Background: an optimization exercise with open tools, aiming at a short achievable clock period and few clock cycles. Do not read the settings as production practice. At most, simulation tests tie the RTL to the original design; equivalence was not proved. No functional check of the RTL was part of run 2. No activity file was given, so power comes from the tool's default toggle rates.

## flow/design.v (module list and top-level ports; edited modules follow where they fit)
// module rv_core: 55 lines
// module cpu: 436 lines
// module memory_controller: 78 lines
// module DBP: 66 lines
// module DBP_BHT: 34 lines
// module prog_counter: 53 lines
// module buffer: 17 lines
// module ps_decode: 141 lines
// module reg_bank: 96 lines
// module rv32i: 150 lines
// module rv32m: 33 lines
// module data_distribute: 80 lines
// module ps_execute: 129 lines
// module CSR: 49 lines
// module ALU: 47 lines
// module mul_div: 122 lines
// module mac: 110 lines
// module divu_radix8: 98 lines
// module three2one: 51 lines
// module two2one: 24 lines
// module reg_write: 48 lines
module rv_core (
	input         clk,
	input         reset,
	output [31:0] imem_addr,
	input  [31:0] imem_rdata,
	output [31:0] dmem_addr,
	input  [31:0] dmem_rdata,
	output [ 3:0] dmem_wen,
	output [31:0] dmem_wdata
);
  // ...
==> flow/run.sh <==
#!/bin/bash
# synth_recipe.tcl (not shown) runs the flow's synth.tcl, then flattens the netlist and writes it again
# the make line also repeats each setting of config.mk as NAME=value (left out here)
make -C /OpenROAD-flow-scripts/flow DESIGN_CONFIG=/design/flow/config.mk WORK_HOME=/design/flow/orfs CLKGATE_MAP_FILE= SYNTH_SCRIPT=/design/flow/synth_recipe.tcl finish
==> flow/config.mk <==
export PLATFORM = sky130hd
export DESIGN_NAME = rv_core
export DESIGN_NICKNAME = rv_core
export VERILOG_FILES = /design/flow/design.v
export SDC_FILE = /design/flow/constraint.sdc
export NUM_CORES = 8
export LEC_CHECK = 0
export CAP_MARGIN = 20
export CORE_MARGIN = 2
export CORE_UTILIZATION = 40
export SLEW_MARGIN = 20
==> flow/constraint.sdc <==
create_clock -name core_clock -period 12.0 [get_ports {clk}]
set_input_delay 2.4000 -clock core_clock [delete_from_list [all_inputs] [get_ports {clk}]]
set_output_delay 2.4000 -clock core_clock [all_outputs]
set_load 0.01 [all_outputs]
==> flow_metrics.py, run 1 <==
metrics = {
    "setup_path": {
        "startpoint": "cpu_inst.inst_dd.reg_de_r_tag[2]",
        "critPathCaptureType": "primary output",
        "rr_startpoint": "cpu_inst.buffer_dd.reg_din1[79]",
        "slowest_stage": "clkdlybuf4s50_1",
        "critPathMaxStageDelay_ns": 1.51,
    },
    "sta": {
        "fin_tns_setup_ns": 0,
        "finalWorstSetupSlack_ns": 1.77,
        "rsz0062_at_grt": "no",
        "tightest_slew_ns": 1.40,
        "worst_clock_skew_ns": 0.169,
    },
    "pwr": {
        "p_leak_nw": 96.3,
        "netSwitchingFraction_pct": 38.7,
        "irDropWorstVdd_uv": 170,
        "p_seq_mw": 13.1,
        "p_int_mw": 24.6,
        "switchingPower_mw": 15.6,
        "finalPower_mw": 40.2,
    },
    "finish": {
        "nFillCells": 56400,
        "final_area_sq_um": 262000,
        "sh_seq_area_pct": 32.3,
        "nets": 25800,
        "final_common_cell": "nand2_1",
        "comb.multi_input.count": 17800,
        "diodes": 42,
        "multi_input_area_sq_um": 142000,
        "area_growth_pct": 10.1,
    },
    "clock_network": {
        "clock_path_buffers": 4,
        "cts_setup_buffers": 0,
        "cts_hold_buf": 0,
    },
    "synthesis": {
        "synthAdderAreaFrac_pct": 13.3,
        "yosys.area.top_type": "edfxtp_1",
        "synth_top_cell_area_share_pct": 22.8,
        "synthArstFlopShare_pct": 0,
        "netlist_top_cells_count": "nand2_1 (2,638), nor2_1 (2,403), clkbuf_1 (1,857), edfxtp_1 (1,814), a21oi_1 (1,569)",
        "yosysWarnings": 19,
        "synth_top_family_by_area": "compound AO/OA/AOI/OAI gates",
    },
    "hold_path": {
        "hold-path-endpoint": "cpu_inst.IE.inst_mul_div.inst_divu_radix.reg_q[3]",
    },
    "run_status": {
        "status": "no timing/DRC/antenna violations",
    },
    "routing": {
        "drc_errors": 0,
        "met2_length_um": 468000,
    },
    "floorplanning": {
        "tap_cells": 7837,
        "die_y_um": 776,
        "initial_core_util_pct": 40.2,
    },
    "placed_design": {
        "hpwl_um": 792000,
    },
}
Testbench counts, summed over its fixed seeds: cycles 49,037.
==> module rv_core, before the edit <==
module rv_core (
	input         clk,
	input         reset,
	output [31:0] imem_addr,
	input  [31:0] imem_rdata,
	output [31:0] dmem_addr,
	input  [31:0] dmem_rdata,
	output [ 3:0] dmem_wen,
	output [31:0] dmem_wdata
);
	localparam AWIDTH_DBP = 4 ;
	localparam DWIDTH_DBP = 32+2 ;
	wire [AWIDTH_DBP-1:0] dbp_add1   ;
	wire [DWIDTH_DBP-1:0] dbp_rdata1 ;
	wire [AWIDTH_DBP-1:0] dbp_add2   ;
	wire [DWIDTH_DBP-1:0] dbp_rdata2 ;
	wire                  dbp_wen2   ;
	wire [DWIDTH_DBP-1:0] dbp_wdata2 ;
	DBP_BHT #(
	   .AWIDTH ( AWIDTH_DBP ),
	   .DWIDTH ( DWIDTH_DBP )
	)  BHT (
	   .clk    ( clk        ),
	   .reset  ( reset      ),
	   .add1   ( dbp_add1   ),
	   .rdata1 ( dbp_rdata1 ),
	   .add2   ( dbp_add2   ),
	   .rdata2 ( dbp_rdata2 ),
	   .wen2   ( dbp_wen2   ),
	   .wdata2 ( dbp_wdata2 )
	);
	wire [ 3:0] wen1   ;
	wire [31:0] wdata1 ;
	cpu #(
	   .AWIDTH_DBP ( AWIDTH_DBP ),
	   .DWIDTH_DBP ( DWIDTH_DBP )
	) cpu_inst (
		.clk    ( clk        ),
		.reset  ( reset      ),
		.add1   ( imem_addr  ),
		.rdata1 ( imem_rdata ),
		.wen1   ( wen1       ),
		.wdata1 ( wdata1     ),
		.add2   ( dmem_addr  ),
		.rdata2 ( dmem_rdata ),
		.wen2   ( dmem_wen   ),
		.wdata2 ( dmem_wdata ),
		.dbp_add1   ( dbp_add1   ),
		.dbp_rdata1 ( dbp_rdata1 ),
		.dbp_add2   ( dbp_add2   ),
		.dbp_rdata2 ( dbp_rdata2 ),
		.dbp_wen2   ( dbp_wen2   ),
		.dbp_wdata2 ( dbp_wdata2 )
	);
endmodule
==> inputs of run 2 (changes only) <==
==> flow/design.v (replaced) <==
module rv_core (
	input         clk,
	input         reset,
	output [31:0] imem_addr,
	input  [31:0] imem_rdata,
	output [31:0] dmem_addr,
	input  [31:0] dmem_rdata,
	output [ 3:0] dmem_wen,
	output [31:0] dmem_wdata
);
	localparam BTB_AW = 5;
	localparam BTB_N  = 1 << BTB_AW;
	localparam TAGW   = 7;
	wire        misE;           
	wire [31:0] tgtE;
	wire        redirD;         
	wire [31:0] tgtD;
	wire        stallD;
	reg  [31:0] pcF;
	reg         fvI;            
	reg  [31:0] pcI;
	reg         predT_I;        
	reg         hit_I;
	reg  [1:0]  ctr_I;
	reg  [31:0] bt_I;           
	reg              btb_v   [0:BTB_N-1];
	reg [TAGW-1:0]   btb_tag [0:BTB_N-1];
	reg [29:0]       btb_tgt [0:BTB_N-1];
	reg [1:0]        btb_ctr [0:BTB_N-1];
	wire [BTB_AW-1:0] fidx = pcF[BTB_AW+1:2];
	wire [TAGW-1:0]   ftag = pcF[BTB_AW+2+TAGW-1:BTB_AW+2];
	wire        f_hit   = btb_v[fidx] & (btb_tag[fidx] == ftag);
	wire [1:0]  f_ctr   = btb_ctr[fidx];
	wire        f_predT = f_hit & f_ctr[1];
	wire [31:0] f_tgt   = {btb_tgt[fidx], 2'b00};
	wire [31:0] pcF4    = pcF + 32'd4;
	wire [31:0] f_npc   = f_predT ? f_tgt : pcF4;
	reg         iv, sv;
	reg  [31:0] ir,    sk_ir;
	reg  [31:0] ir_pc, sk_pc;
	reg         ir_pt, sk_pt;
	reg         ir_hit, sk_hit;
	reg  [1:0]  ir_ctr, sk_ctr;
	reg  [31:0] ir_bt, sk_bt;
	wire outD = iv & ~stallD;
	wire [1:0] cnt = {1'b0, iv} + {1'b0, sv};
	wire [2:0] occ = {1'b0, cnt} + {2'b00, fvI} - {2'b00, outD};
	wire req = (occ <= 3'd1);
	always @(posedge clk) begin
		if (reset) begin
			pcF <= 32'h0000_0200;
			fvI <= 1'b0;
		end else if (misE) begin
			pcF <= tgtE;
			fvI <= 1'b0;
		end else if (redirD) begin
			pcF <= tgtD;
			fvI <= 1'b0;
		end else if (req) begin
			pcF <= f_npc;
			fvI <= 1'b1;
		end else begin
			fvI <= 1'b0;
		end
	end
	always @(posedge clk) begin
		pcI     <= pcF;
		predT_I <= f_predT;
		hit_I   <= f_hit;
		ctr_I   <= f_ctr;
		bt_I    <= f_tgt;
	end
	wire flushQ = reset | misE | redirD;
	always @(posedge clk) begin
		if (flushQ) begin
			iv <= 1'b0;
			sv <= 1'b0;
		end else if (outD) begin
			if (sv) begin
				ir <= sk_ir; ir_pc <= sk_pc; ir_pt <= sk_pt; ir_hit <= sk_hit; ir_ctr <= sk_ctr; ir_bt <= sk_bt;
				iv <= 1'b1;
				if (fvI) begin
					sk_ir <= imem_rdata; sk_pc <= pcI; sk_pt <= predT_I; sk_hit <= hit_I; sk_ctr <= ctr_I; sk_bt <= bt_I;
					sv <= 1'b1;
				end else begin
					sv <= 1'b0;
				end
			end else begin
				ir <= imem_rdata; ir_pc <= pcI; ir_pt <= predT_I; ir_hit <= hit_I; ir_ctr <= ctr_I; ir_bt <= bt_I;
				iv <= fvI;
			end
		end else if (fvI) begin
			if (!iv) begin
				ir <= imem_rdata; ir_pc <= pcI; ir_pt <= predT_I; ir_hit <= hit_I; ir_ctr <= ctr_I; ir_bt <= bt_I;
				iv <= 1'b1;
			end else begin
				sk_ir <= imem_rdata; sk_pc <= pcI; sk_pt <= predT_I; sk_hit <= hit_I; sk_ctr <= ctr_I; sk_bt <= bt_I;
				sv <= 1'b1;
			end
		end
	end
	wire [6:0] opc = ir[6:0];
	wire [2:0] f3  = ir[14:12];
	wire [4:0] rs1 = ir[19:15];
	wire [4:0] rs2 = ir[24:20];
	wire [4:0] rdD = ir[11:7];
	wire d_lui   = (opc == 7'b0110111);
	wire d_auipc = (opc == 7'b0010111);
	wire d_jal   = (opc == 7'b1101111);
	wire d_jalr  = (opc == 7'b1100111);
	wire d_br    = (opc == 7'b1100011);
	wire d_ld    = (opc == 7'b0000011);
	wire d_st    = (opc == 7'b0100011);
	wire d_opi   = (opc == 7'b0010011);
	wire d_opr   = (opc == 7'b0110011);
	wire d_md    = d_opr & ir[25];
	wire d_alur  = d_opr & ~ir[25];
	wire use1 = d_jalr | d_br | d_ld | d_st | d_opi | d_opr;
	wire use2 = d_br | d_st | d_opr;
	wire d_we = (d_lui | d_auipc | d_jal | d_jalr | d_ld | d_opi | d_alur) & (rdD != 5'd0);
	wire [31:0] immI = {{20{ir[31]}}, ir[31:20]};
	wire [31:0] immS = {{20{ir[31]}}, ir[31:25], ir[11:7]};
	wire [31:0] immB = {{19{ir[31]}}, ir[31], ir[7], ir[30:25], ir[11:8], 1'b0};
	wire [31:0] immU = {ir[31:12], 12'd0};
	wire [31:0] immJ = {{11{ir[31]}}, ir[31], ir[19:12], ir[20], ir[30:21], 1'b0};
	assign tgtD = ir_pc + (d_jal ? immJ : immB);
	wire [31:0] pc4D = ir_pc + 32'd4;
	wire eq_t = (ir_bt == tgtD);
	reg [31:0] rf [1:31];
	reg         xv, xm_we, xm_ld;
	reg  [4:0]  xm_rd;
	reg  [31:0] xm_res;
	reg         mv, mw_we, mw_ld;
	reg  [4:0]  mw_rd;
	reg  [31:0] mw_res;
	reg         wv, wb_we;
	reg  [4:0]  wb_rd;
	reg  [31:0] wb_res;
	reg         dv, dx_we, dx_ld, dx_md;
	reg  [4:0]  dx_rd;
	wire [31:0] rf1 = (rs1 == 5'd0) ? 32'd0 : rf[rs1];
	wire [31:0] rf2 = (rs2 == 5'd0) ? 32'd0 : rf[rs2];
	wire m1x = dv & dx_we  & (dx_rd == rs1);
	wire m1m = xv & xm_we  & (xm_rd == rs1);
	wire m1w = mv & mw_we  & (mw_rd == rs1);
	wire m1r = wv & wb_we  & (wb_rd == rs1);
	wire m2x = dv & dx_we  & (dx_rd == rs2);
	wire m2m = xv & xm_we  & (xm_rd == rs2);
	wire m2w = mv & mw_we  & (mw_rd == rs2);
	wire m2r = wv & wb_we  & (wb_rd == rs2);
	wire [31:0] v1 = m1m ? xm_res : (m1w & ~mw_ld) ? mw_res : m1r ? wb_res : rf1;
	wire [31:0] v2 = m2m ? xm_res : (m2w & ~mw_ld) ? mw_res : m2r ? wb_res : rf2;
	wire fx1 = m1x;                  
	wire fw1 = ~m1x & ~m1m & m1w & mw_ld;   
	wire fx2 = m2x;
	wire fw2 = ~m2x & ~m2m & m2w & mw_ld;
	wire lu1 = use1 & ((m1x & dx_ld) | (~m1x & m1m & xm_ld));
	wire lu2 = use2 & ((m2x & dx_ld) | (~m2x & m2m & xm_ld));
	reg         md_busy;
	reg  [4:0]  md_rd;
	wire        pend_a = dv & dx_md;
	wire [4:0]  pend_rd_a = dx_rd;
	wire md_haz = d_md & (md_busy | pend_a)
	            | md_busy & ((md_rd != 5'd0) & ((use1 & rs1 == md_rd) | (use2 & rs2 == md_rd) | (rdD == md_rd)))
	            | pend_a  & ((pend_rd_a != 5'd0) & ((use1 & rs1 == pend_rd_a) | (use2 & rs2 == pend_rd_a) | (rdD == pend_rd_a)));
	assign stallD = iv & (lu1 | lu2 | md_haz);
	wire goD = outD & ~misE;      
	wire static_t = d_jal | (d_br & ir[31]);
	assign redirD = goD & ~ir_pt & static_t;
	wire a_pc   = d_auipc | d_jal;
	wire a_zero = d_lui;
	wire b_imm  = ~(d_br | d_alur | d_md);
	wire [31:0] immX = d_st ? immS : (d_lui | d_auipc) ? immU : immI;
	wire [31:0] opA = a_pc ? ir_pc : a_zero ? 32'd0 : v1;
	wire [31:0] opB = b_imm ? immX : v2;
	wire sub_op  = d_alur & ir[30] & (f3 == 3'd0);
	wire add_op  = ~sub_op & ((d_alur | d_opi) & (f3 == 3'd0) | d_lui | d_auipc | d_ld | d_st | d_jalr);
	wire slt_op  = (d_alur | d_opi) & (f3 == 3'd2);
	wire sltu_op = (d_alur | d_opi) & (f3 == 3'd3);
	wire xor_op  = (d_alur | d_opi) & (f3 == 3'd4);
	wire or_op   = (d_alur | d_opi) & (f3 == 3'd6);
	wire and_op  = (d_alur | d_opi) & (f3 == 3'd7);
	wire sll_op  = (d_alur | d_opi) & (f3 == 3'd1);
	wire srl_op  = (d_alur | d_opi) & (f3 == 3'd5) & ~ir[30];
	wire sra_op  = (d_alur | d_opi) & (f3 == 3'd5) & ir[30];
	wire link_op = d_jal | d_jalr;
	reg  [31:0] dx_a, dx_b, dx_s, dx_pc4, dx_tgt, dx_pc;
	reg         dx_fx1, dx_fw1, dx_fx2, dx_fw2, dx_fxs, dx_fws;
	reg         dx_br, dx_jal, dx_jalr, dx_st, dx_pt, dx_pn;
	reg  [2:0]  dx_f3;
	reg         dx_hit;
	reg  [1:0]  dx_ctr;
	reg         dx_add, dx_sub, dx_slt, dx_sltu, dx_xor, dx_or, dx_and, dx_sll, dx_srl, dx_sra, dx_link;
	always @(posedge clk) begin
		if (reset) begin
			dv <= 1'b0;
			dx_we <= 1'b0; dx_ld <= 1'b0; dx_md <= 1'b0; dx_st <= 1'b0;
			dx_br <= 1'b0; dx_jal <= 1'b0; dx_jalr <= 1'b0;
		end else begin
			dv <= goD;
			dx_we <= goD & d_we;
			dx_ld <= goD & d_ld;
			dx_md <= goD & d_md;
			dx_st <= goD & d_st;
			dx_br <= goD & d_br;
			dx_jal <= goD & d_jal;
			dx_jalr <= goD & d_jalr;
		end
		dx_rd   <= rdD;
		dx_a    <= opA;
		dx_b    <= opB;
		dx_s    <= v2;
		dx_fx1  <= fx1 & ~a_pc & ~a_zero;
		dx_fw1  <= fw1 & ~a_pc & ~a_zero;
		dx_fx2  <= fx2 & ~b_imm;
		dx_fw2  <= fw2 & ~b_imm;
		dx_fxs  <= fx2;
		dx_fws  <= fw2;
		dx_pc4  <= pc4D;
		dx_tgt  <= tgtD;
		dx_pc   <= ir_pc;
		dx_pt   <= (ir_pt & eq_t) | (~ir_pt & static_t);
		dx_pn   <= ~ir_pt & ~static_t;
		dx_f3   <= f3;
		dx_hit  <= ir_hit;
		dx_ctr  <= ir_ctr;
		dx_add  <= add_op;
		dx_sub  <= sub_op;
		dx_slt  <= slt_op;
		dx_sltu <= sltu_op;
		dx_xor  <= xor_op;
		dx_or   <= or_op;
		dx_and  <= and_op;
		dx_sll  <= sll_op;
		dx_srl  <= srl_op;
		dx_sra  <= sra_op;
		dx_link <= link_op;
	end
	wire [31:0] a = dx_fx1 ? xm_res : dx_fw1 ? wb_res : dx_a;
	wire [31:0] b = dx_fx2 ? xm_res : dx_fw2 ? wb_res : dx_b;
	wire [31:0] s = dx_fxs ? xm_res : dx_fws ? wb_res : dx_s;
	wire [31:0] sum  = a + b;
	wire [32:0] diff = {1'b0, a} + {1'b0, ~b} + 33'd1;
	wire        ltu  = ~diff[32];
	wire        lts  = (a[31] ^ b[31]) ? a[31] : diff[31];
	wire        eq   = (a == b);
	wire [31:0] shl = a << b[4:0];
	wire [31:0] shr = $signed({dx_sra & a[31], a}) >>> b[4:0];
	wire [31:0] alu =
		  ({32{dx_add}}  & sum)
		| ({32{dx_sub}}  & diff[31:0])
		| ({32{dx_slt}}  & {31'd0, lts})
		| ({32{dx_sltu}} & {31'd0, ltu})
		| ({32{dx_xor}}  & (a ^ b))
		| ({32{dx_or}}   & (a | b))
		| ({32{dx_and}}  & (a & b))
		| ({32{dx_sll}}  & shl)
		| ({32{dx_srl | dx_sra}} & shr)
		| ({32{dx_link}} & dx_pc4);
	reg cond;
	always @(*) begin
		case (dx_f3)
			3'd0: cond = eq;
			3'd1: cond = ~eq;
			3'd4: cond = lts;
			3'd5: cond = ~lts;
			3'd6: cond = ltu;
			default: cond = ~ltu;
		endcase
	end
	wire takenE = dx_br & cond;
	assign misE = dv & ( dx_br   ? (cond ? ~dx_pt : ~dx_pn)
	                   : dx_jalr ? 1'b1
	                   : dx_jal  ? ~dx_pt
	                   :           ~dx_pn );
	assign tgtE = dx_jalr ? {sum[31:1], 1'b0} : ((takenE | dx_jal) ? dx_tgt : dx_pc4);
	wire [3:0] st_wen = (dx_f3[1:0] == 2'd0) ? (4'b0001 << sum[1:0])
	                  : (dx_f3[1:0] == 2'd1) ? (sum[1] ? 4'b1100 : 4'b0011)
	                  : 4'b1111;
	wire [31:0] st_data = (dx_f3[1:0] == 2'd0) ? {4{s[7:0]}}
	                    : (dx_f3[1:0] == 2'd1) ? {2{s[15:0]}}
	                    : s;
	reg  [31:0] xm_addr, xm_wdata;
	reg  [3:0]  xm_wen;
	reg  [2:0]  xm_f3;
	reg         xm_bu, xm_taken, xm_hit, xm_jmp;
	reg  [1:0]  xm_ctr;
	reg  [31:0] xm_pc, xm_btgt;
	always @(posedge clk) begin
		if (reset) begin
			xv <= 1'b0; xm_we <= 1'b0; xm_ld <= 1'b0; xm_wen <= 4'd0; xm_bu <= 1'b0;
		end else begin
			xv <= dv;
			xm_we <= dx_we;
			xm_ld <= dx_ld;
			xm_wen <= dx_st ? st_wen : 4'd0;
			xm_bu <= dx_br | dx_jal;
		end
		xm_rd    <= dx_rd;
		xm_res   <= alu;
		xm_addr  <= sum;
		xm_wdata <= st_data;
		xm_f3    <= dx_f3;
		xm_taken <= takenE | dx_jal | dx_jalr;
		xm_jmp   <= dx_jal | dx_jalr;
		xm_hit   <= dx_hit;
		xm_ctr   <= dx_ctr;
		xm_pc    <= dx_pc;
		xm_btgt  <= tgtE;
	end
	assign dmem_addr  = xm_addr;
	assign dmem_wen   = xm_wen;
	assign dmem_wdata = xm_wdata;
	assign imem_addr  = pcF;
	wire [BTB_AW-1:0] uidx = xm_pc[BTB_AW+1:2];
	wire [1:0] nctr = xm_jmp ? 2'd3
	                : ~xm_hit ? 2'd2
	                : xm_taken ? ((xm_ctr == 2'd3) ? 2'd3 : xm_ctr + 2'd1)
	                :            ((xm_ctr == 2'd0) ? 2'd0 : xm_ctr - 2'd1);
	wire bwr = xm_bu & (xm_hit | xm_taken);
	integer k;
	always @(posedge clk) begin
		if (reset) begin
			for (k = 0; k < BTB_N; k = k + 1) btb_v[k] <= 1'b0;
		end else if (bwr) begin
			btb_v[uidx] <= 1'b1;
		end
		if (bwr) begin
			btb_tag[uidx] <= xm_pc[BTB_AW+2+TAGW-1:BTB_AW+2];
			btb_ctr[uidx] <= nctr;
			if (xm_taken) btb_tgt[uidx] <= xm_btgt[31:2];
		end
	end
	reg [1:0] mw_lo;
	reg [2:0] mw_f3;
	always @(posedge clk) begin
		if (reset) begin
			mv <= 1'b0; mw_we <= 1'b0; mw_ld <= 1'b0;
		end else begin
			mv <= xv;
			mw_we <= xm_we;
			mw_ld <= xm_ld;
		end
		mw_rd  <= xm_rd;
		mw_res <= xm_res;
		mw_lo  <= xm_addr[1:0];
		mw_f3  <= xm_f3;
	end
	wire [7:0]  lb = (mw_lo == 2'd0) ? dmem_rdata[7:0]
	               : (mw_lo == 2'd1) ? dmem_rdata[15:8]
	               : (mw_lo == 2'd2) ? dmem_rdata[23:16]
	               :                   dmem_rdata[31:24];
	wire [15:0] lh = mw_lo[1] ? dmem_rdata[31:16] : dmem_rdata[15:0];
	wire [31:0] ldv = (mw_f3[1:0] == 2'd0) ? {{24{lb[7] & ~mw_f3[2]}}, lb}
	                : (mw_f3[1:0] == 2'd1) ? {{16{lh[15] & ~mw_f3[2]}}, lh}
	                : dmem_rdata;
	always @(posedge clk) begin
		if (reset) begin
			wv <= 1'b0; wb_we <= 1'b0;
		end else begin
			wv <= mv;
			wb_we <= mw_we;
		end
		wb_rd  <= mw_rd;
		wb_res <= mw_ld ? ldv : mw_res;
	end
	wire md_start = dv & dx_md;
	wire sa_e = a[31] & ~(dx_f3 == 3'd3 | dx_f3 == 3'd5 | dx_f3 == 3'd7);       
	wire sb_e = b[31] & (dx_f3 == 3'd0 | dx_f3 == 3'd1 | dx_f3 == 3'd4 | dx_f3 == 3'd6);
	wire [31:0] abs_a = sa_e ? (~a + 32'd1) : a;
	wire [31:0] abs_b = sb_e ? (~b + 32'd1) : b;
	reg  [4:0]  md_cnt;
	reg         md_pre;
	reg  [2:0]  md_f3;
	reg         md_sa, md_sb, md_bz;
	reg  [31:0] md_x;           
	reg  [33:0] md_x3;          
	reg  [33:0] md_acc;         
	reg  [31:0] md_q;           
	reg         md_fin;
	wire md_isdiv = md_f3[2];
	wire [1:0]  mdig = md_q[1:0];
	wire [33:0] mpp  = (mdig == 2'd0) ? 34'd0
	                 : (mdig == 2'd1) ? {2'b00, md_x}
	                 : (mdig == 2'd2) ? {1'b0, md_x, 1'b0}
	                 : md_x3;
	wire [34:0] macc = {1'b0, md_acc} + {1'b0, mpp};
	wire [33:0] rr  = {md_acc[31:0], md_q[31:30]};
	wire [34:0] d1  = {1'b0, rr} - {3'b000, md_x};
	wire [34:0] d2  = {1'b0, rr} - {2'b00, md_x, 1'b0};
	wire [34:0] d3  = {1'b0, rr} - {1'b0, md_x3};
	wire [1:0]  qd  = ~d3[34] ? 2'd3 : ~d2[34] ? 2'd2 : ~d1[34] ? 2'd1 : 2'd0;
	wire [33:0] rn  = ~d3[34] ? d3[33:0] : ~d2[34] ? d2[33:0] : ~d1[34] ? d1[33:0] : rr;
	wire [63:0] prod  = {md_acc[31:0], md_q};
	wire        pneg  = md_sa ^ md_sb;
	wire [63:0] prods = pneg ? (~prod + 64'd1) : prod;
	wire [31:0] quo   = (pneg & ~md_bz) ? (~md_q + 32'd1) : md_q;
	wire [31:0] rem   = md_sa ? (~md_acc[31:0] + 32'd1) : md_acc[31:0];
	wire [31:0] md_res = md_isdiv ? (md_f3[1] ? rem : quo)
	                   : (md_f3 == 3'd0 ? prods[31:0] : prods[63:32]);
	wire md_wr = md_fin;
	always @(posedge clk) begin
		if (reset) begin
			md_busy <= 1'b0;
			md_fin  <= 1'b0;
			md_pre  <= 1'b0;
		end else if (md_start) begin
			md_busy <= 1'b1;
			md_pre  <= 1'b1;
			md_fin  <= 1'b0;
		end else if (md_busy) begin
			if (md_fin) begin
				md_busy <= 1'b0;
				md_fin  <= 1'b0;
			end else if (md_pre) begin
				md_pre <= 1'b0;
			end else if (md_cnt == 5'd15) begin
				md_fin <= 1'b1;
			end
		end
	end
	always @(posedge clk) begin
		if (md_start) begin
			md_rd  <= dx_rd;
			md_f3  <= dx_f3;
			md_sa  <= sa_e;
			md_sb  <= sb_e;
			md_bz  <= (b == 32'd0);
			md_cnt <= 5'd0;
			md_acc <= 34'd0;
			if (dx_f3[2]) begin
				md_x <= abs_b;
				md_q <= abs_a;
			end else begin
				md_x <= abs_a;
				md_q <= abs_b;
			end
		end else if (md_pre) begin
			md_x3 <= {2'b00, md_x} + {1'b0, md_x, 1'b0};
		end else if (md_busy & ~md_fin) begin
			md_cnt <= md_cnt + 5'd1;
			if (md_isdiv) begin
				md_acc <= rn;
				md_q   <= {md_q[29:0], qd};
			end else begin
				md_acc <= {1'b0, macc[34:2]};
				md_q   <= {macc[1:0], md_q[31:2]};
			end
		end
	end
	always @(posedge clk) begin
		if (wv & wb_we) rf[wb_rd] <= wb_res;
		if (md_wr & (md_rd != 5'd0)) rf[md_rd] <= md_res;
	end
endmodule
==> run 2 against run 1 <==
Critical endpoint is now sk_ir[15]. Largest power group is now sequential cells. Clock skew down 0.066 ns. Power shrank 29%. Sequential share of layout area is 16 points higher. Flip-flop and latch count is 128 lower. Global-route usage shrank 7.4 points.
==> flow_metrics.py, run 2 <==
metrics = {
    "run_status": {
        "status": "no timing/DRC/antenna violations",
    },
    "pwr": {
        "irDropWorstVdd_uv": 131,
        "p_leak_nw": 62.6,
        "finalPower_mw": 28.6,
        "power.density_nw_per_um2": 155,
    },
    "setup_path": {
        "rr_startpoint": "dx_fw2",
        "crit_cells": 26,
        "path_delay_family": "compound AO/OA/AOI/OAI gates",
        "critical_path_required_ns": 12.54,
        "path_class": "register to register",
        "critPathMaxStageDelay_ns": 0.70,
        "rr_worst_depth": 26,
        "crit_path_start_kind": "register",
        "path_max_fanout": 97,
        "crit_arrival_ns": 9.22,
        "r2r-end": "sk_ir[15]",
        "slowest_stage": "o31ai_1",
        "crit_end": "sk_ir[15]",
        "path_buf_inv": 3,
        "critPathCaptureType": "register",
        "startpoint": "dx_fw2",
        "reg2reg_slack_ns": 3.32,
    },
    "synthesis": {
        "synth_top_cell_area_share_pct": 46.3,
        "ys.flop_type": "edfxtp_1",
        "synthArstFlopShare_pct": 0,
        "synth_seq_area_share_pct": 54.1,
        "yosysWarnings": 1,
        "netlist_top_cells_count": "edfxtp_1 (2,545), nand2_1 (1,660), o21ai_0 (1,522), nor2_1 (912), mux4_2 (904)",
        "ys_types": 103,
        "synth-edff-count": 2545,
        "yosys-top-cells-area": "edfxtp_1 (46%), mux4_2 (12%), dfxtp_1 (7.8%)",
        "syn_area_per_cell_sq_um": 12.0,
        "yosys_register_bits": 3187,
        "yosys.area.top_type": "edfxtp_1",
        "syn_inst": 13700,
        "netlist_area_sq_um": 165000,
        "synth.most_common_cell": "edfxtp_1",
    },
    "clock_network": {
        "cts_tree": "done",
        "clock_sinks": 3187,
        "h-tree-depth": 5,
        "cts_resized": 0,
        "cts_buffers": 348,
        "cts-root-buf": "clkbuf_16",
        "cts_setup_buffers": 0,
        "clock_path_buffers": 4,
        "clk_transition_reported_paths_ns": 0.06,
        "cts_hold_buf": 0,
        "worstSkewPairLatency_ns": 0.99,
    },
    "floorplanning": {
        "die_y_um": 646,
        "dieWidth_um": 646,
        "row_count": 235,
        "core_sq_um": 410000,
        "initial_core_util_pct": 40.2,
        "die_area_sq_um": 418000,
        "ioPinCount": 166,
    },
    "finish": {
        "nets": 13800,
        "final_cell_mix": "edfxtp_1 (2,545), nand2_1 (1,626), o21ai_0 (1,484)",
        "area_growth_pct": 11.6,
        "layout-drive-gt1-share_pct": 16.4,
        "final_common_cell": "edfxtp_1",
        "nFillCells": 36900,
        "reg_top3": "rf: 992 flops, btb_tgt: 960 flops, btb_tag: 224 flops",
        "largest_register": "rf",
        "multi_input_area_sq_um": 71100,
        "fin_cells": 19200,
        "largest_reg_flops": 992,
        "utilization_pct": 44.9,
        "regArea_sq_um": 89400,
    },
    "grt": {
        "grt_max_degree": 115,
        "gr-total-overflow": 0,
        "antenna_found_initial": 55,
        "grt_pass1_vias": 113000,
        "grt_pass1_wl_um": 868000,
        "grt_util_all_layers_pct": 29.0,
    },
    "sta": {
        "finalHoldViolations": 0,
        "finalSetupViolCount": 0,
        "fin_tns_setup_ns": 0,
        "rsz0062_at_grt": "no",
        "tightest_slew_ns": 1.38,
        "drv_slew": 0,
        "finalWorstSetupSlack_ns": 3.32,
        "fmax_mhz": 115,
        "slew_headroom_pct": 7.17,
        "period_share_pct": 72.3,
        "worst_clock_skew_ns": 0.103,
        "period_minus_slack_ns": 8.68,
    },
    "placed_design": {
        "place_ws_ns": 3.81,
        "portBuffers": 165,
        "gp_congestion": 1.04,
        "hpwl_um": 404000,
        "dp_cells": 18500,
    },
    "routing": {
        "drt_iter0_drc": 18200,
        "vias_per_cell": 6.28,
        "first_pass_iters": 8,
        "postRouteAntennaNets": 0,
        "vias": 121000,
        "wl_per_cell_um": 32.4,
        "wirelength_um": 623000,
        "drc_errors": 0,
    },
    "job": {
        "drv_cap": 0,
    },
    "hold_path": {
        "hold_path.class": "register to register",
    },
}
-- run 2: changes by cell type after synthesis, sizes merged, moves of 731 or more --
cell | previous run | this run
dfxtp | 1501 | 642
fa | 1093 | 9
nor2 | 2404 | 914
nand2 | 2639 | 1661
a21oi | 1569 | 709
inv | 1314 | 242
clkbuf | 1858 | 927
a22o | 1054 | 6
edfxtp | 1814 | 2545
-- run 2: power breakdown --
| group | switching (mW) | total, mW | internal (mW) |
|---|---|---|---|
| logic | 3.14 | 4.98 | 1.84 |
| registers | 0.459 | 12.8 | 12.3 |
| clock network | 4.65 | 10.8 | 6.16 |
| total | 8.24 | 28.6 | 20.3 |
-- run 2: worst min path at each step --
stage / startpoint / to / slack, ns / cells after the start
after floorplan: xm_f3[0] / mw_f3[0] / 0.31 / 0
after global placement: dx_pc[4] / xm_pc[4] / 0.31 / 0
after detailed placement: xm_f3[1] / mw_f3[1] / 0.31 / 0
after CTS: xm_f3[1] / mw_f3[1] / 0.32 / 0
after global routing: xm_f3[1] / mw_f3[1] / 0.33 / 0
final: ir_hit / dx_hit / 0.32 / 0
-- run 2: layer usage --
metal | global-route usage [%] | share of wire (%) | up-vias
met5 | 0 | 0.015 | -
met4 | 15.7 | 6.2 | 10
met3 | 7.38 | 12 | 1512
met2 | 43.8 | 44 | 7539
met1 | 38.5 | 38 | 60400
li1 | - | - | 51300
-- run 2: cells by family after synthesis --
kind of cell / Yosys count / synth area share [%]
buffers and inverters: 1415 / 3.38
XOR/XNOR: 526 / 2.83
adder cells (fa/ha/maj): 312 / 2.41
AO/OA/AOI/OAI: 3391 / 12.3
flip-flops: 3187 / 54.1
multiplexers: 1526 / 16.3
AND/OR/NAND/NOR: 3354 / 8.77
-- run 2: layout make-up --
class | count | area share [%]
diodes | 49 | 0.0665
clock buffers | 443 | 5.03
clock inverters | 192 | 1.09
inverters | 250 | 0.513
multi-input cells | 9109 | 38.6
flip-flops and latches | 3187 | 48.5
well taps | 5451 | 3.70
repair buffers | 537 | 2.51
-- run 2: per-stage QoR --
stage | instance area, sq um | hold slack [ns]
6_report | 184000 | 0.320
3_3_place_gp | 173000 | 0.311
4_1_cts | 184000 | 0.322
3_5_place_dp | 173000 | 0.312
2_1_floorplan | 165000 | 0.310
5_1_grt | 184000 | 0.328
==> inputs of run 3 (changes only) <==
==> flow/design.v (replaced) <==
module ks_add #(parameter W = 32, parameter L = 5) (
	input  [W-1:0] a,
	input  [W-1:0] b,
	input          ci,
	output [W-1:0] s,
	output         co
);
	wire [W-1:0] g [0:L];
	wire [W-1:0] p [0:L];
	wire [W-1:0] x = a ^ b;
	assign g[0] = (a & b) | {{(W-1){1'b0}}, x[0] & ci};
	assign p[0] = x;
	genvar i, j;
	generate
		for (j = 0; j < L; j = j + 1) begin : lvl
			for (i = 0; i < W; i = i + 1) begin : bt
				if (i >= (1 << j)) begin : n
					assign g[j+1][i] = g[j][i] | (p[j][i] & g[j][i-(1<<j)]);
					assign p[j+1][i] = p[j][i] & p[j][i-(1<<j)];
				end else begin : c
					assign g[j+1][i] = g[j][i];
					assign p[j+1][i] = p[j][i];
				end
			end
		end
	endgenerate
	assign s  = x ^ {g[L][W-2:0], ci};
	assign co = g[L][W-1];
endmodule
module rv_core (
	input         clk,
	input         reset,
	output [31:0] imem_addr,
	input  [31:0] imem_rdata,
	output [31:0] dmem_addr,
	input  [31:0] dmem_rdata,
	output [ 3:0] dmem_wen,
	output [31:0] dmem_wdata
);
	localparam BTB_AW = 5;
	localparam BTB_N  = 1 << BTB_AW;
	localparam TAGW   = 7;
	wire        misM;           
	wire [31:0] tgtM;
	wire        redirD;         
	wire [31:0] tgtD;
	wire        stallD;
	reg  [31:0] pcF;
	reg         fvI;            
	reg  [31:0] pcI;
	reg         predT_I;        
	reg         hit_I;
	reg  [1:0]  ctr_I;
	reg  [31:0] bt_I;           
	reg              btb_v   [0:BTB_N-1];
	reg [TAGW-1:0]   btb_tag [0:BTB_N-1];
	reg [11:0]       btb_tgt [0:BTB_N-1];    
	reg [1:0]        btb_ctr [0:BTB_N-1];
	wire [BTB_AW-1:0] fidx = pcF[BTB_AW+1:2];
	wire [TAGW-1:0]   ftag = pcF[BTB_AW+2+TAGW-1:BTB_AW+2];
	wire        f_hit   = btb_v[fidx] & (btb_tag[fidx] == ftag);
	wire [1:0]  f_ctr   = btb_ctr[fidx];
	wire        f_predT = f_hit & f_ctr[1];
	wire [31:0] f_tgt   = {pcF[31:14], btb_tgt[fidx], 2'b00};
	wire [31:0] pcF4    = pcF + 32'd4;
	wire [31:0] f_npc   = f_predT ? f_tgt : pcF4;
	wire [31:0] iw = imem_rdata;
	wire [6:0]  iop = iw[6:0];
	wire p_lui   = (iop == 7'b0110111);
	wire p_auipc = (iop == 7'b0010111);
	wire p_jal   = (iop == 7'b1101111);
	wire p_jalr  = (iop == 7'b1100111);
	wire p_br    = (iop == 7'b1100011);
	wire p_ld    = (iop == 7'b0000011);
	wire p_st    = (iop == 7'b0100011);
	wire p_opi   = (iop == 7'b0010011);
	wire p_opr   = (iop == 7'b0110011);
	wire [12:0] pdec = {
		p_opr & iw[25], p_opr & ~iw[25], p_opi, p_st, p_ld, p_br, p_jalr, p_jal, p_auipc, p_lui,
		p_jalr | p_br | p_ld | p_st | p_opi | p_opr,
		p_br | p_st | p_opr,
		(p_lui | p_auipc | p_jal | p_jalr | p_ld | p_opi | (p_opr & ~iw[25])) & (iw[11:7] != 5'd0)
	};
	reg         iv, sv;
	reg  [31:0] ir,    sk_ir;
	reg  [12:0] ir_dc, sk_dc;
	reg  [31:0] ir_pc, sk_pc;
	reg         ir_pt, sk_pt;
	reg         ir_hit, sk_hit;
	reg  [1:0]  ir_ctr, sk_ctr;
	reg  [31:0] ir_bt, sk_bt;
	wire outD = iv & ~stallD;
	wire [1:0] cnt = {1'b0, iv} + {1'b0, sv};
	wire [2:0] occ = {1'b0, cnt} + {2'b00, fvI} - {2'b00, outD};
	wire req = (occ <= 3'd1);
	always @(posedge clk) begin
		if (reset) begin
			pcF <= 32'h0000_0200;
			fvI <= 1'b0;
		end else if (misM) begin
			pcF <= tgtM;
			fvI <= 1'b0;
		end else if (redirD) begin
			pcF <= tgtD;
			fvI <= 1'b0;
		end else if (req) begin
			pcF <= f_npc;
			fvI <= 1'b1;
		end else begin
			fvI <= 1'b0;
		end
	end
	always @(posedge clk) begin
		pcI     <= pcF;
		predT_I <= f_predT;
		hit_I   <= f_hit;
		ctr_I   <= f_ctr;
		bt_I    <= f_tgt;
	end
	wire flushQ = reset | misM | redirD;
	always @(posedge clk) begin
		if (flushQ) begin
			iv <= 1'b0;
			sv <= 1'b0;
		end else if (outD) begin
			iv <= sv | fvI;
			sv <= sv & fvI;
		end else if (fvI) begin
			iv <= 1'b1;
			sv <= iv;
		end
	end
	wire ir_from_sk = outD & sv;
	wire ir_from_in = outD ? ~sv : ~iv;
	wire sk_from_in = outD ? sv : (iv & ~sv);
	always @(posedge clk) begin
		if (ir_from_sk) begin
			ir <= sk_ir; ir_dc <= sk_dc; ir_pc <= sk_pc; ir_pt <= sk_pt; ir_hit <= sk_hit; ir_ctr <= sk_ctr; ir_bt <= sk_bt;
		end else if (ir_from_in) begin
			ir <= iw; ir_dc <= pdec; ir_pc <= pcI; ir_pt <= predT_I; ir_hit <= hit_I; ir_ctr <= ctr_I; ir_bt <= bt_I;
		end
		if (sk_from_in) begin
			sk_ir <= iw; sk_dc <= pdec; sk_pc <= pcI; sk_pt <= predT_I; sk_hit <= hit_I; sk_ctr <= ctr_I; sk_bt <= bt_I;
		end
	end
	wire [2:0] f3  = ir[14:12];
	wire [4:0] rs1 = ir[19:15];
	wire [4:0] rs2 = ir[24:20];
	wire [4:0] rdD = ir[11:7];
	wire d_md, d_alur, d_opi, d_st, d_ld, d_br, d_jalr, d_jal, d_auipc, d_lui, use1, use2, d_we;
	assign {d_md, d_alur, d_opi, d_st, d_ld, d_br, d_jalr, d_jal, d_auipc, d_lui, use1, use2, d_we} = ir_dc;
	wire [31:0] immI = {{20{ir[31]}}, ir[31:20]};
	wire [31:0] immS = {{20{ir[31]}}, ir[31:25], ir[11:7]};
	wire [31:0] immB = {{19{ir[31]}}, ir[31], ir[7], ir[30:25], ir[11:8], 1'b0};
	wire [31:0] immU = {ir[31:12], 12'd0};
	wire [31:0] immJ = {{11{ir[31]}}, ir[31], ir[19:12], ir[20], ir[30:21], 1'b0};
	wire tgt_co, pre_co;
	ks_add #(32) u_tgt (.a(ir_pc), .b(d_jal ? immJ : immB), .ci(1'b0), .s(tgtD), .co(tgt_co));
	wire [31:0] pc4D = ir_pc + 32'd4;
	wire [31:0] auipcD;
	ks_add #(32) u_auipc (.a(ir_pc), .b(immU), .ci(1'b0), .s(auipcD), .co(pre_co));
	wire [31:0] preD = d_lui ? immU : d_auipc ? auipcD : pc4D;
	reg [31:0] rf [1:31];
	reg         xv, xm_we, xm_ld;
	reg  [4:0]  xm_rd;
	reg  [31:0] xm_res;
	reg         mv, mw_we, mw_ld;
	reg  [4:0]  mw_rd;
	reg  [31:0] mw_res;
	reg         wv, wb_we;
	reg  [4:0]  wb_rd;
	reg  [31:0] wb_res;
	reg         dv, dx_we, dx_ld, dx_md;
	reg  [4:0]  dx_rd;
	wire [31:0] ldv;            
	wire [31:0] rf1 = (rs1 == 5'd0) ? 32'd0 : rf[rs1];
	wire [31:0] rf2 = (rs2 == 5'd0) ? 32'd0 : rf[rs2];
	wire m1x = dv & dx_we  & (dx_rd == rs1);
	wire m1m = xv & xm_we  & (xm_rd == rs1);
	wire m1w = mv & mw_we  & (mw_rd == rs1);
	wire m1r = wv & wb_we  & (wb_rd == rs1);
	wire m2x = dv & dx_we  & (dx_rd == rs2);
	wire m2m = xv & xm_we  & (xm_rd == rs2);
	wire m2w = mv & mw_we  & (mw_rd == rs2);
	wire m2r = wv & wb_we  & (wb_rd == rs2);
	wire [31:0] o1 = m1r ? wb_res : rf1;
	wire [31:0] o2 = m2r ? wb_res : rf2;
	wire [31:0] w1 = mw_ld ? ldv : mw_res;
	wire [31:0] v1 = m1m ? xm_res : m1w ? w1 : o1;
	wire [31:0] v2 = m2m ? xm_res : m2w ? w1 : o2;
	wire lu1 = use1 & ((m1x & dx_ld) | (~m1x & m1m & xm_ld));
	wire lu2 = use2 & ((m2x & dx_ld) | (~m2x & m2m & xm_ld));
	reg         md_busy;
	reg  [4:0]  md_rd;
	wire        pend_a = dv & dx_md;
	wire [4:0]  pend_rd_a = dx_rd;
	wire md_haz = d_md & (md_busy | pend_a)
	            | md_busy & ((md_rd != 5'd0) & ((use1 & rs1 == md_rd) | (use2 & rs2 == md_rd) | (rdD == md_rd)))
	            | pend_a  & ((pend_rd_a != 5'd0) & ((use1 & rs1 == pend_rd_a) | (use2 & rs2 == pend_rd_a) | (rdD == pend_rd_a)));
	assign stallD = iv & (lu1 | lu2 | md_haz);
	wire goD = outD & ~misM;      
	wire static_t = d_jal | (d_br & ir[31]);
	assign redirD = goD & ~ir_pt & static_t;
	wire b_imm  = ~(d_br | d_alur | d_md);
	wire [31:0] immX = d_st ? immS : immI;
	wire [31:0] opB = b_imm ? immX : v2;
	wire sub_op  = d_alur & ir[30] & (f3 == 3'd0);
	wire add_op  = ~sub_op & ((d_alur | d_opi) & (f3 == 3'd0));
	wire slt_op  = (d_alur | d_opi) & (f3 == 3'd2);
	wire sltu_op = (d_alur | d_opi) & (f3 == 3'd3);
	wire xor_op  = (d_alur | d_opi) & (f3 == 3'd4);
	wire or_op   = (d_alur | d_opi) & (f3 == 3'd6);
	wire and_op  = (d_alur | d_opi) & (f3 == 3'd7);
	wire sll_op  = (d_alur | d_opi) & (f3 == 3'd1);
	wire srl_op  = (d_alur | d_opi) & (f3 == 3'd5);
	wire pre_op  = d_lui | d_auipc | d_jal | d_jalr;
	wire use_add = add_op | d_ld | d_st | d_jalr;
	wire use_cmp = d_br | slt_op | sltu_op | sub_op;
	wire use_sh  = sll_op | srl_op;
	wire use_lg  = xor_op | or_op | and_op | d_md;
	reg  [31:0] dx_a, dx_b, dx_s, dx_pc4, dx_tgt, dx_pc, dx_bt, dx_pre;
	reg         fa_add, fb_add, fa_cmp, fb_cmp, fa_sh, fb_sh, fa_lg, fb_lg, f_st;
	reg         dx_br, dx_jal, dx_jalr, dx_st, dx_predT, dx_dred;
	reg  [2:0]  dx_f3;
	reg         dx_hit;
	reg  [1:0]  dx_ctr;
	reg         dx_add, dx_sub, dx_slt, dx_sltu, dx_xor, dx_or, dx_and, dx_sll, dx_srl, dx_sra, dx_pre_op;
	always @(posedge clk) begin
		if (reset) begin
			dv <= 1'b0;
			dx_we <= 1'b0; dx_ld <= 1'b0; dx_md <= 1'b0; dx_st <= 1'b0;
			dx_br <= 1'b0; dx_jal <= 1'b0; dx_jalr <= 1'b0;
		end else begin
			dv <= goD;
			dx_we <= goD & d_we;
			dx_ld <= goD & d_ld;
			dx_md <= goD & d_md;
			dx_st <= goD & d_st;
			dx_br <= goD & d_br;
			dx_jal <= goD & d_jal;
			dx_jalr <= goD & d_jalr;
		end
		dx_rd   <= rdD;
		dx_a    <= v1;
		dx_b    <= opB;
		dx_s    <= v2;
		fa_add  <= m1x & use_add;
		fb_add  <= m2x & add_op & d_alur;
		fa_cmp  <= m1x & use_cmp;
		fb_cmp  <= m2x & (d_br | d_alur);
		fa_sh   <= m1x & use_sh;
		fb_sh   <= m2x & use_sh & d_alur;
		fa_lg   <= m1x & use_lg;
		fb_lg   <= m2x & use_lg & (d_alur | d_md);
		f_st    <= m2x & d_st;
		dx_pc4  <= pc4D;
		dx_tgt  <= tgtD;
		dx_pc   <= ir_pc;
		dx_bt   <= ir_bt;
		dx_pre  <= preD;
		dx_predT <= ir_pt;
		dx_dred <= ~ir_pt & static_t;
		dx_f3   <= f3;
		dx_hit  <= ir_hit;
		dx_ctr  <= ir_ctr;
		dx_add  <= add_op | d_ld | d_st;
		dx_sub  <= sub_op;
		dx_slt  <= slt_op;
		dx_sltu <= sltu_op;
		dx_xor  <= xor_op;
		dx_or   <= or_op;
		dx_and  <= and_op;
		dx_sll  <= sll_op;
		dx_srl  <= srl_op;
		dx_sra  <= srl_op & ir[30];
		dx_pre_op <= pre_op;
	end
	wire [31:0] xr = xm_res;
	wire [31:0] sum_dd, sum_xd, sum_dx;
	wire        c0, c1, c2;
	ks_add #(32) u_add_dd (.a(dx_a), .b(dx_b), .ci(1'b0), .s(sum_dd), .co(c0));
	ks_add #(32) u_add_xd (.a(xr),   .b(dx_b), .ci(1'b0), .s(sum_xd), .co(c1));
	ks_add #(32) u_add_dx (.a(dx_a), .b(xr),   .ci(1'b0), .s(sum_dx), .co(c2));
	wire [31:0] sum_xx = {xr[30:0], 1'b0};
	wire [31:0] sum = fa_add ? (fb_add ? sum_xx : sum_xd) : (fb_add ? sum_dx : sum_dd);
	wire [31:0] dif_dd, dif_xd, dif_dx;
	wire        bo_dd, bo_xd, bo_dx;      
	ks_add #(32) u_sub_dd (.a(dx_a), .b(~dx_b), .ci(1'b1), .s(dif_dd), .co(bo_dd));
	ks_add #(32) u_sub_xd (.a(xr),   .b(~dx_b), .ci(1'b1), .s(dif_xd), .co(bo_xd));
	ks_add #(32) u_sub_dx (.a(dx_a), .b(~xr),   .ci(1'b1), .s(dif_dx), .co(bo_dx));
	wire eq_dd = (dx_a == dx_b);
	wire eq_xd = (xr == dx_b);
	wire eq_dx = (dx_a == xr);
	wire ltu_dd = ~bo_dd, ltu_xd = ~bo_xd, ltu_dx = ~bo_dx;
	wire lts_dd = (dx_a[31] ^ dx_b[31]) ? dx_a[31] : dif_dd[31];
	wire lts_xd = (xr[31]   ^ dx_b[31]) ? xr[31]   : dif_xd[31];
	wire lts_dx = (dx_a[31] ^ xr[31])   ? dx_a[31] : dif_dx[31];
	wire [31:0] diff = fa_cmp ? (fb_cmp ? 32'd0 : dif_xd) : (fb_cmp ? dif_dx : dif_dd);
	wire eq  = fa_cmp ? (fb_cmp ? 1'b1 : eq_xd)  : (fb_cmp ? eq_dx  : eq_dd);
	wire ltu = fa_cmp ? (fb_cmp ? 1'b0 : ltu_xd) : (fb_cmp ? ltu_dx : ltu_dd);
	wire lts = fa_cmp ? (fb_cmp ? 1'b0 : lts_xd) : (fb_cmp ? lts_dx : lts_dd);
	wire [31:0] a_sh = fa_sh ? xr : dx_a;
	wire [4:0]  shamt = fb_sh ? xr[4:0] : dx_b[4:0];
	wire [31:0] shl = a_sh << shamt;
	wire [63:0] shx = {{32{dx_sra & a_sh[31]}}, a_sh} >> shamt;
	wire [31:0] shr = shx[31:0];
	wire [31:0] a = fa_lg ? xr : dx_a;
	wire [31:0] b = fb_lg ? xr : dx_b;
	wire [31:0] s = f_st ? xr : dx_s;
	wire [31:0] alu =
		  ({32{dx_add}}  & sum)
		| ({32{dx_sub}}  & diff)
		| ({32{dx_slt}}  & {31'd0, lts})
		| ({32{dx_sltu}} & {31'd0, ltu})
		| ({32{dx_xor}}  & (a ^ b))
		| ({32{dx_or}}   & (a | b))
		| ({32{dx_and}}  & (a & b))
		| ({32{dx_sll}}  & shl)
		| ({32{dx_srl}}  & shr)
		| ({32{dx_pre_op}} & dx_pre);
	reg cond;
	always @(*) begin
		case (dx_f3)
			3'd0: cond = eq;
			3'd1: cond = ~eq;
			3'd4: cond = lts;
			3'd5: cond = ~lts;
			3'd6: cond = ltu;
			default: cond = ~ltu;
		endcase
	end
	wire bt_ok = (dx_bt == dx_tgt);
	wire pt = dx_dred | (dx_predT & bt_ok);    
	wire pn = ~dx_predT & ~dx_dred;             
	wire misX = dx_br   ? (cond ? ~pt : ~pn)
	          : dx_jalr ? 1'b1
	          : dx_jal  ? ~pt
	          :           ~pn;
	wire [3:0] st_wen = (dx_f3[1:0] == 2'd0) ? (4'b0001 << sum[1:0])
	                  : (dx_f3[1:0] == 2'd1) ? (sum[1] ? 4'b1100 : 4'b0011)
	                  : 4'b1111;
	wire [31:0] st_data = (dx_f3[1:0] == 2'd0) ? {4{s[7:0]}}
	                    : (dx_f3[1:0] == 2'd1) ? {2{s[15:0]}}
	                    : s;
	wire goE = dv & ~misM;        
	reg  [31:0] xm_addr, xm_wdata;
	reg  [3:0]  xm_wen;
	reg  [2:0]  xm_f3;
	reg         xm_mis;
	reg         xm_jalr;
	reg  [31:0] xm_tgt, xm_pc4;
	reg         xm_bu, xm_taken, xm_hit, xm_jmp;
	reg  [1:0]  xm_ctr;
	reg  [31:0] xm_pc;
	always @(posedge clk) begin
		if (reset) begin
			xv <= 1'b0; xm_we <= 1'b0; xm_ld <= 1'b0; xm_wen <= 4'd0; xm_bu <= 1'b0; xm_mis <= 1'b0;
		end else begin
			xv <= goE;
			xm_we <= dx_we & ~misM;
			xm_ld <= dx_ld & ~misM;
			xm_wen <= (dx_st & ~misM) ? st_wen : 4'd0;
			xm_bu <= (dx_br | dx_jal) & ~misM;
			xm_mis <= goE & misX;
		end
		xm_rd    <= dx_rd;
		xm_res   <= alu;
		xm_addr  <= sum;
		xm_wdata <= st_data;
		xm_f3    <= dx_f3;
		xm_taken <= (dx_br & cond) | dx_jal;
		xm_jalr  <= dx_jalr;
		xm_jmp   <= dx_jal;
		xm_tgt   <= dx_tgt;
		xm_pc4   <= dx_pc4;
		xm_hit   <= dx_hit;
		xm_ctr   <= dx_ctr;
		xm_pc    <= dx_pc;
	end
	assign misM = xm_mis;
	assign tgtM = xm_jalr ? {xm_addr[31:1], 1'b0} : xm_taken ? xm_tgt : xm_pc4;
	assign dmem_addr  = xm_addr;
	assign dmem_wen   = xm_wen;
	assign dmem_wdata = xm_wdata;
	assign imem_addr  = pcF;
	wire [BTB_AW-1:0] uidx = xm_pc[BTB_AW+1:2];
	wire [1:0] nctr = xm_jmp ? 2'd3
	                : ~xm_hit ? 2'd2
	                : xm_taken ? ((xm_ctr == 2'd3) ? 2'd3 : xm_ctr + 2'd1)
	                :            ((xm_ctr == 2'd0) ? 2'd0 : xm_ctr - 2'd1);
	wire bwr = xm_bu & (xm_hit | xm_taken);
	integer k;
	always @(posedge clk) begin
		if (reset) begin
			for (k = 0; k < BTB_N; k = k + 1) btb_v[k] <= 1'b0;
		end else if (bwr) begin
			btb_v[uidx] <= 1'b1;
		end
		if (bwr) begin
			btb_tag[uidx] <= xm_pc[BTB_AW+2+TAGW-1:BTB_AW+2];
			btb_ctr[uidx] <= nctr;
			if (xm_taken) btb_tgt[uidx] <= xm_tgt[13:2];
		end
	end
	reg [1:0] mw_lo;
	reg [2:0] mw_f3;
	always @(posedge clk) begin
		if (reset) begin
			mv <= 1'b0; mw_we <= 1'b0; mw_ld <= 1'b0;
		end else begin
			mv <= xv;
			mw_we <= xm_we;
			mw_ld <= xm_ld;
		end
		mw_rd  <= xm_rd;
		mw_res <= xm_res;
		mw_lo  <= xm_addr[1:0];
		mw_f3  <= xm_f3;
	end
	wire [7:0]  lb = (mw_lo == 2'd0) ? dmem_rdata[7:0]
	               : (mw_lo == 2'd1) ? dmem_rdata[15:8]
	               : (mw_lo == 2'd2) ? dmem_rdata[23:16]
	               :                   dmem_rdata[31:24];
	wire [15:0] lh = mw_lo[1] ? dmem_rdata[31:16] : dmem_rdata[15:0];
	assign ldv = (mw_f3[1:0] == 2'd0) ? {{24{lb[7] & ~mw_f3[2]}}, lb}
	           : (mw_f3[1:0] == 2'd1) ? {{16{lh[15] & ~mw_f3[2]}}, lh}
	           : dmem_rdata;
	always @(posedge clk) begin
		if (reset) begin
			wv <= 1'b0; wb_we <= 1'b0;
		end else begin
			wv <= mv;
			wb_we <= mw_we;
		end
		wb_rd  <= mw_rd;
		wb_res <= w1;
	end
	wire md_start = dv & dx_md & ~misM;
	wire sa_e = a[31] & ~(dx_f3 == 3'd3 | dx_f3 == 3'd5 | dx_f3 == 3'd7);       
	wire sb_e = b[31] & (dx_f3 == 3'd0 | dx_f3 == 3'd1 | dx_f3 == 3'd4 | dx_f3 == 3'd6);
	reg  [4:0]  md_cnt;
	reg         md_p1, md_p2;
	reg  [2:0]  md_f3;
	reg         md_sa, md_sb, md_bz;
	reg  [31:0] md_x;           
	reg  [33:0] md_x3;          
	reg  [33:0] md_acc;         
	reg  [31:0] md_q;           
	reg         md_fin;
	reg         md_wr;
	reg  [31:0] md_out;
	wire md_isdiv = md_f3[2];
	wire [1:0]  mdig = md_q[1:0];
	wire [33:0] mpp  = (mdig == 2'd0) ? 34'd0
	                 : (mdig == 2'd1) ? {2'b00, md_x}
	                 : (mdig == 2'd2) ? {1'b0, md_x, 1'b0}
	                 : md_x3;
	wire [34:0] macc = {1'b0, md_acc} + {1'b0, mpp};
	wire [33:0] rr  = {md_acc[31:0], md_q[31:30]};
	wire [34:0] d1  = {1'b0, rr} - {3'b000, md_x};
	wire [34:0] d2  = {1'b0, rr} - {2'b00, md_x, 1'b0};
	wire [34:0] d3  = {1'b0, rr} - {1'b0, md_x3};
	wire [1:0]  qd  = ~d3[34] ? 2'd3 : ~d2[34] ? 2'd2 : ~d1[34] ? 2'd1 : 2'd0;
	wire [33:0] rn  = ~d3[34] ? d3[33:0] : ~d2[34] ? d2[33:0] : ~d1[34] ? d1[33:0] : rr;
	wire [63:0] prod  = {md_acc[31:0], md_q};
	wire        pneg  = md_sa ^ md_sb;
	wire [63:0] prods = pneg ? (~prod + 64'd1) : prod;
	wire [31:0] quo   = (pneg & ~md_bz) ? (~md_q + 32'd1) : md_q;
	wire [31:0] rem   = md_sa ? (~md_acc[31:0] + 32'd1) : md_acc[31:0];
	wire [31:0] md_res = md_isdiv ? (md_f3[1] ? rem : quo)
	                   : (md_f3 == 3'd0 ? prods[31:0] : prods[63:32]);
	always @(posedge clk) begin
		if (reset) begin
			md_busy <= 1'b0;
			md_fin  <= 1'b0;
			md_p1   <= 1'b0;
			md_p2   <= 1'b0;
			md_wr   <= 1'b0;
		end else if (md_wr) begin
			md_busy <= 1'b0;
			md_wr   <= 1'b0;
		end else if (md_start) begin
			md_busy <= 1'b1;
			md_p1   <= 1'b1;
			md_fin  <= 1'b0;
		end else if (md_busy) begin
			if (md_fin) begin
				md_fin  <= 1'b0;
				md_wr   <= 1'b1;
			end else if (md_p1) begin
				md_p1 <= 1'b0;
				md_p2 <= 1'b1;
			end else if (md_p2) begin
				md_p2 <= 1'b0;
			end else if (md_cnt == 5'd15) begin
				md_fin <= 1'b1;
			end
		end
	end
	always @(posedge clk) md_out <= md_res;
	always @(posedge clk) begin
		if (md_start) begin
			md_rd  <= dx_rd;
			md_f3  <= dx_f3;
			md_sa  <= sa_e;
			md_sb  <= sb_e;
			md_bz  <= (b == 32'd0);
			md_cnt <= 5'd0;
			md_acc <= 34'd0;
			if (dx_f3[2]) begin
				md_x <= b;
				md_q <= a;
			end else begin
				md_x <= a;
				md_q <= b;
			end
		end else if (md_p1) begin
			if (md_isdiv ? md_sb : md_sa) md_x <= ~md_x + 32'd1;
			if (md_isdiv ? md_sa : md_sb) md_q <= ~md_q + 32'd1;
		end else if (md_p2) begin
			md_x3 <= {2'b00, md_x} + {1'b0, md_x, 1'b0};
		end else if (md_busy & ~md_fin) begin
			md_cnt <= md_cnt + 5'd1;
			if (md_isdiv) begin
				md_acc <= rn;
				md_q   <= {md_q[29:0], qd};
			end else begin
				md_acc <= {1'b0, macc[34:2]};
				md_q   <= {macc[1:0], md_q[31:2]};
			end
		end
	end
	always @(posedge clk) begin
		if (wv & wb_we) rf[wb_rd] <= wb_res;
		if (md_wr & (md_rd != 5'd0)) rf[md_rd] <= md_out;
	end
endmodule
==> flow/flow/run.sh (new file) <==
#!/bin/bash
# Own layout flow: the standard ORFS flow (standard.sh), with timing
# repair aimed at a tighter target than the 12 ns constraint leaves it.
# The constraint file is the standard flow's, unchanged.
set -euo pipefail
bash standard.sh SETUP_SLACK_MARGIN=8.5 finish > flow_make.log 2>&1
==> flow/standard.sh (new file) <==
#!/bin/bash
# synth_recipe.tcl (not shown) runs the flow's synth.tcl, then flattens the netlist and writes it again
# the make line also repeats each setting of config.mk as NAME=value (left out here)
make -C /OpenROAD-flow-scripts/flow DESIGN_CONFIG=/design/flow/config.mk WORK_HOME=/design/flow/orfs CLKGATE_MAP_FILE= SYNTH_SCRIPT=/design/flow/synth_recipe.tcl "${@:-finish}"
removed: flow/run.sh
==> run 3 against run 2 <==
Power shrank 12%. Synthesized cell count down 5.1%. Clock power down 9.9%. Register-to-register slack improved by 3.9 ns. Largest power group unchanged.
==> flow_metrics.py, run 3 <==
metrics = {
    "run_status": {
        "status": "no timing/DRC/antenna violations",
    },
    "finish": {
        "fin_cells": 19000,
        "final_common_cell": "edfxtp_1",
        "nFillCells": 34400,
        "largest_register": "rf",
        "final_cell_mix": "edfxtp_1 (1,945), mux2_2 (1,125), nor2_1 (854)",
        "regArea_sq_um": 74100,
        "nets": 14000,
        "multi_input_area_sq_um": 83800,
        "reg_top3": "rf: 992 flops, btb_tgt: 384 flops, btb_tag: 224 flops",
        "largest_reg_flops": 992,
        "layout-drive-gt1-share_pct": 35.1,
        "area_growth_pct": 20.5,
    },
    "synthesis": {
        "yosys.area.top_type": "edfxtp_1",
        "netlist_top_cells_count": "edfxtp_1 (1,945), mux2_2 (1,140), nor2_1 (946), clkbuf_1 (872), mux4_2 (833)",
        "synth.most_common_cell": "edfxtp_1",
        "syn_inst": 13000,
        "netlist_area_sq_um": 156000,
        "syn_area_per_cell_sq_um": 12.0,
        "yosysWarnings": 2,
        "ys_types": 89,
        "synth-edff-count": 1945,
        "yosys-top-cells-area": "edfxtp_1 (37%), mux4_2 (12%), dfxtp_1 (9.7%)",
        "yosys_register_bits": 2703,
        "synth_top_cell_area_share_pct": 37.3,
        "ys.flop_type": "edfxtp_1",
        "synthArstFlopShare_pct": 0,
        "synth_seq_area_share_pct": 47.0,
    },
    "sta": {
        "worst_clock_skew_ns": 0.119,
        "period_minus_slack_ns": 4.73,
        "whs_ns": 0.321,
        "finalSetupViolCount": 0,
        "rsz0062_at_grt": "yes",
        "slew_headroom_pct": 22.6,
        "drv_slew": 0,
        "period_share_pct": 39.4,
        "fmax_mhz": 211,
        "finalHoldViolations": 0,
        "fin_tns_setup_ns": 0,
        "tightest_slew_ns": 1.14,
    },
    "placed_design": {
        "dp_cells": 17600,
        "portBuffers": 165,
        "hpwl_um": 431000,
        "gp_congestion": 1.04,
    },
    "routing": {
        "wirelength_um": 672000,
        "vias_per_cell": 6.45,
        "vias": 122000,
        "drt_iter0_drc": 17200,
        "drc_errors": 0,
        "first_pass_iters": 6,
        "wl_per_cell_um": 35.4,
        "postRouteAntennaNets": 0,
    },
    "pwr": {
        "switchingPower_mw": 7.41,
        "seq_power_share_pct": 42.5,
        "power.density_nw_per_um2": 133,
        "netSwitchingFraction_pct": 29.6,
        "p_int_mw": 17.6,
        "p_comb_share_pct": 18.7,
        "irDropWorstVdd_uv": 138,
        "p_leak_nw": 68.7,
        "clkPwrFrac_pct": 38.8,
    },
    "clock_network": {
        "clk_transition_reported_paths_ns": 0.06,
        "cts_hold_buf": 0,
        "h-tree-depth": 5,
        "clock_path_buffers": 4,
        "worstSkewPairLatency_ns": 1.01,
        "cts-root-buf": "clkbuf_16",
        "clock_sinks": 2703,
        "cts_tree": "done",
        "cts_buffers": 306,
    },
    "floorplanning": {
        "die_area_sq_um": 396000,
        "row_count": 229,
        "initial_core_util_pct": 40.2,
        "die_y_um": 629,
        "dieWidth_um": 629,
        "ioPinCount": 166,
        "core_sq_um": 389000,
    },
    "setup_path": {
        "path_delay_family": "simple AND/OR/NAND/NOR gates",
        "path_class": "register to register",
        "critPathMaxStageDelay_ns": 0.72,
        "crit_path_start_kind": "register",
        "critPathCaptureType": "register",
        "path_max_fanout": 13,
        "path_buf_inv": 1,
        "critical_path_required_ns": 12.81,
        "slowest_stage": "ha_1",
        "crit_arrival_ns": 5.54,
        "critical_path.cell_chain": "inv_1, ha_1, nand2_1, nor4_1, nand4_1, o31ai_1, a32o_1, mux2i_2, xnor2_1, nor2_1, a31oi_4, mux2i_1, a21oi_1",
        "reg2reg_slack_ns": 7.27,
    },
    "job": {
        "drv_cap": 0,
    },
    "grt": {
        "grt_pass1_vias": 115000,
        "grt_pass1_wl_um": 912000,
        "antenna_found_initial": 61,
        "grt_util_all_layers_pct": 32.4,
        "gr-total-overflow": 0,
        "grt_max_degree": 78,
    },
    "hold_path": {
        "hold_path.class": "register to register",
    },
}
-- run 3: changes by cell type in the layout (fill, tap and decap cells not counted), moves of 164 or more --
cell	delta
a211oi_1	-164
buf_4	+425
buf_6	+249
edfxtp_1	-600
mux2_2	+940
nand2_1	-941
o211ai_1	+197
o21ai_0	-1029
-- run 3: layout make-up --
class	instances	area share (%)
multi-input combinational	8832	44.5
sequential	2703	39.3
timing repair buffer	1214	6.37
clock buffer	421	4.48
tap	5197	3.45
clock inverter	149	0.980
inverter	399	0.855
antenna	49	0.0651
-- run 3: path summary, 6_finish.rpt --
check	from	to	cells past startpoint
min	dx_pc[1]	xm_pc[1]	0
max	dx_b[27]	xm_mis	13
max reg2reg	dx_b[27]	xm_mis	13
min reg2reg	dx_pc[1]	xm_pc[1]	0
-- run 3: per-stage QoR --
step,cell area (sq um),setup slack (ns),util (%),power (mW)
floorplan,157000,7.83,-,12.9
global placement,164000,5.99,42.3,14.5
detailed placement,164000,5.99,42.3,14.5
CTS,184000,7.35,47.3,24.7
global route,188000,7.19,48.4,25.6
finish,188000,7.27,48.4,25.1
-- run 3: kinds of logic after synthesis --
| kind of cell | count (synthesis) | share of synthesized area [%] |
|---|---|---|
| compound gates | 2648 | 10.8 |
| xor+xnor | 672 | 3.76 |
| fa+ha+maj | 524 | 4.27 |
| buf+inv | 1487 | 3.65 |
| flops | 2703 | 47.0 |
| mux | 2392 | 22.9 |
| simple gates | 2588 | 7.56 |
-- run 3: routing by layer --
layer | vias to the layer above | GRT usage (%) | share of wire (%)
li1 | 50500 | - | -
met1 | 62000 | 41.8 | 38
met2 | 7731 | 48.2 | 43
met3 | 1947 | 9.10 | 12
met4 | 46 | 19.8 | 7.7
met5 | - | 0 | 0.056
-- run 3: power by group through the flow --
stage | registers (mW) | clock network, mW | logic (mW)
final | 10.6 | 9.73 | 4.68
after detailed placement | 10.8 | 0 | 3.62
after floorplan | 10.5 | 0 | 2.33
after global placement | 10.8 | 0 | 3.63
after CTS | 10.6 | 9.79 | 4.28
after global routing | 10.6 | 10.1 | 4.84
-- run 3: repair_timing --
item,CTS,global route
hold endpoints to repair,0,0
setup buffers,455,205
pin swaps,317,310
gates cloned,28,16
endpoints found under the setup margin,1318,540
gates resized for setup,1812,530
Testbench counts of run 3, summed over its fixed seeds: cycles 37,397.

[re-timing with driven ports]
The results above use ideal ports. As a check the final layouts listed here were re-extracted and re-timed, cells and wires unchanged.
Step 1 (the two cells are an assumption about what drives the block):
set clk [get_ports {clk}]
set_driving_cell -lib_cell sky130_fd_sc_hd__clkbuf_16 $clk
set_driving_cell -lib_cell sky130_fd_sc_hd__buf_2 [delete_from_list [all_inputs] $clk]
Step 2 also shifts input and output timing later by t, the mid clock arrival at the registers, as if the neighbouring blocks saw the same clock.
a / b / c = no drivers / after step 1 / after step 2; a / b = the first two.
run	t, ns	setup WS [ns]	clock arrival spread, ns	pins driven straight from the clock port
run 1	1.191	1.769 / 1.631 / 2.121	0.177 / 0.177	1
run 2	1.050	3.322 / 3.322 / 3.322	0.103 / 0.104	1
run 3	1.067	7.271 / 7.271 / 7.136	0.134 / 0.135	1
After both steps setup and hold are still met in every run listed. The setup slack of run 3, which loses most, moves by 0.000 ns with the drivers and by -0.135 ns with both steps.
